From an optimization exercise on the open Yosys and OpenROAD flow, aimed at small area and a short achievable clock period; shortcuts taken in it are not production practice.
No functional check of the RTL was part of any run shown here.

## flow/design.v (module list and top-level ports; edited modules follow where they fit)
// module ALU32Bit: 1294 lines
// module FA: 4 lines
// module HA: 4 lines
// module ALUTop: 35 lines
module ALUTop(Clk, ALUControl, A, B, Hi_in, Lo_in, ALUResult, Zero, Hi_out, Lo_out);
  // ...
==> flow/flow/run.sh <==
#!/bin/bash
set -euo pipefail
export SETUP_SLACK_MARGIN=${SETUP_MARGIN:-8}
bash standard.sh > standard.log 2>&1
==> flow/standard.sh <==
#!/bin/bash
# synth_recipe.tcl (not shown) runs the flow's synth.tcl, then flattens the netlist and writes it again
# the make line also repeats each setting of config.mk as NAME=value (left out here)
make -C /OpenROAD-flow-scripts/flow DESIGN_CONFIG=/design/flow/config.mk WORK_HOME=/design/flow/orfs CLKGATE_MAP_FILE= SYNTH_SCRIPT=/design/flow/synth_recipe.tcl "${@:-finish}"
==> flow/config.mk <==
export PLATFORM = sky130hd
export DESIGN_NAME = ALUTop
export DESIGN_NICKNAME = ALUTop
export VERILOG_FILES = /design/flow/design.v
export SDC_FILE = /design/flow/constraint.sdc
export NUM_CORES = 4
export LEC_CHECK = 0
export ABC_AREA = 1
export CAP_MARGIN = 20
export CORE_MARGIN = 2
export CORE_UTILIZATION = 40
export SLEW_MARGIN = 20
export SYNTH_HIERARCHICAL = 1
export SYNTH_MINIMUM_KEEP_SIZE = 0
==> flow/constraint.sdc <==
create_clock -name core_clock -period 14.0 [get_ports {Clk}]
set_input_delay 2.8000 -clock core_clock [delete_from_list [all_inputs] [get_ports {Clk}]]
set_output_delay 2.8000 -clock core_clock [all_outputs]
set_load 0.01 [all_outputs]
==> results_dict.tcl, run 1 <==
set metrics [dict create \
    status "complete, no violations" \
    drt-pass1-iter-count 7 \
    fin_cells 7387 \
    routed_wirelength_mm 238.5 \
    layout_commonest_cell "nand2_1" \
    use_met3_pct 17.34 \
    grt-ovfl-total 0 \
    wl_per_cell_um 32.29 \
    dr_wl_met2_mm 95.52 \
    cts_resized 890 \
    critical_path.top_delay_family "adder cells" \
    multi_input_comb_area_um2 38780 \
    die_w_um 331.2 \
    synth_area_um2 42820 \
    fill_cells 9950 \
    tap_cells 1403 \
    cts_hold_buf 0 \
    cts.sinks 235 \
    nNonClkInverters 436 \
    grt_use_total_pct 42.08 \
    post-synth-top-area-cell "fa_1" \
    hold_viol 0 \
    fp.coreArea_um2 106600 \
    synth_top_family_by_area "adder cells" \
    clkLatencyLatePin_ns 0.66 \
    grt_pass1_vias 46020 \
    clock_skew_ns 0.01872 \
    endpoint "Hi_out[24]" \
    dp_cells 7022 \
    synth.most_common_cell "nand2_1" \
    multi_input_cells 4594 \
    synth_edf_count 0 \
]
==> inputs of run 2 (changes only) <==
==> flow/flow/run.sh (replaced) <==
#!/bin/bash
set -euo pipefail
export SETUP_SLACK_MARGIN=${SETUP_MARGIN:-10}
bash standard.sh > standard.log 2>&1
--- a/flow/config.mk
+++ b/flow/config.mk
@@ -10,3 +10,3 @@
 export CORE_MARGIN = 2
-export CORE_UTILIZATION = 40
+export CORE_UTILIZATION = 60
 export SLEW_MARGIN = 20
==> run 2 against run 1 <==
The flow now stops in global routing. Synthesized cell count stayed put. Synthesized area did not move.
==> results_dict.tcl, run 2 <==
set metrics [dict create \
    status "aborted with a tool error" \
    dp_cells 6562 \
    initial_core_util_pct 60.83 \
    synth-compound-area-share_pct 17.10 \
    clockRootBuffer "clkbuf_16" \
    grt_use_total_pct 76.94 \
    cts.sinks 235 \
    num_io_pins 232 \
    synth_seq_cells 235 \
    grt_max_degree 68 \
    die_h_um 271.1 \
    grt-ovfl-total 14 \
    synth.most_common_cell "nand2_1" \
    yosysUniqueCellTypes 59 \
    htreeDepth 1 \
    cts.path.max_buffers 3 \
    synth_top_family_by_area "adder cells" \
    cts-buffers-inserted 28 \
    synth_area_leaders "fa_1, xor2_1, dfxtp_1" \
    detailed_place_hpwl_mm 155.1 \
    ys_warn_count 8 \
    synth_area_um2 42820 \
    muxShareOfSynthArea_pct 0 \
    synth.avg_cell_area_um2 7.495 \
    synth_edf_count 0 \
    synth-seq-area-share_pct 10.99 \
    synthCells 5713 \
    synth_xor_area_share_pct 12.62 \
    synth_common_cells "nand2_1, xor2_1, fa_1" \
    synth_top_area_share_pct 25.43 \
    error "[ERROR GRT-0232] Routing congestion too high. Check the congestion heatmap in the GUI." \
    synth-simple-area-share_pct 19.67 \
    placed_area_um2 46620 \
    gp_congestion 1.144 \
    rows 97 \
    stop_stage "global routing" \
    die_w_um 271.1 \
    port_buffers 231 \
    post-synth-top-area-cell "fa_1" \
    synthArstFlopShare_pct 0 \
    synthAdderAreaFrac_pct 31.45 \
    synth-main-ff-cell "dfxtp_1" \
]
## run 2: cell counts after synthesis
No cell type changed its count.
## run 2: worst max path at each step
stage | from | end | slack, ns | cells past startpoint
floorplan | ar_q | Hi_out[27] | 8.02 | 28
global placement | ar_q | ALUResult[0] | 5.68 | 24
detailed placement | ar_q | ALUResult[0] | 5.65 | 24
CTS | ar_q | Hi_out[30] | 7.52 | 26
## run 2: repair_timing
action                                  4_1_cts
buffers inserted                            192
hold endpoints to repair                      0
pin swaps                                   135
endpoints found under the setup margin      192
gates cloned                                 37
resized for setup                           992
hold buffers                                  0
## run 2: per-stage QoR
step	util, %	worst slack, ns
after floorplan	-	8.020
after detailed placement	66.23	5.649
after global placement	66.23	5.684
after CTS	76.17	7.520
## run 2: kinds of logic after synthesis
logic type	Yosys count
simple gates	1994
compound gates	1217
buf+inv	899
fa+ha+maj	750
xor+xnor	617
flops	235
other cells	1
## run 2: per-module statistics from Yosys (local to each module, per instance)
module    cell area (um^2)  flops+latches  copies in the design
ALU32Bit             26540              0                     1
FA                   20.02              0                   543
ALUTop                4812            235                     1
HA                   12.51              0                    48
## run 2: routing by layer
metal  global-route usage [%]  overflow
met3                    67.24         6
met2                    87.22         1
met5                    56.16         0
met1                    80.86         3
met4                    65.44         4

-- what the ideal ports hide --
The flow's constraints put no driver on any port. The routed layout listed below was extracted and timed again, unchanged, in two steps.
Step 1, drivers: a clkbuf_16 drives Clk and a buf_2 each remaining input, both assumed.
Step 2 adds t to the input delays and takes it off the output delays; t is the mean of the earliest and latest rising clock arrival at the registers after step 1. Input paths then give back, and output paths get back, about the clock's delay inside the block.
Three values: ideal ports, drivers, drivers and shift; two values: the first two.
run: run 1
t (ns): 0.730
setup slack, ns: 7.070 / 7.070 / 7.070
worst slew at a driven data input, ns: 0.06
After both steps setup and hold are still met in run 1. For run 1, drivers alone change the setup slack by 0.000 ns; drivers and shift together by 0.000 ns.
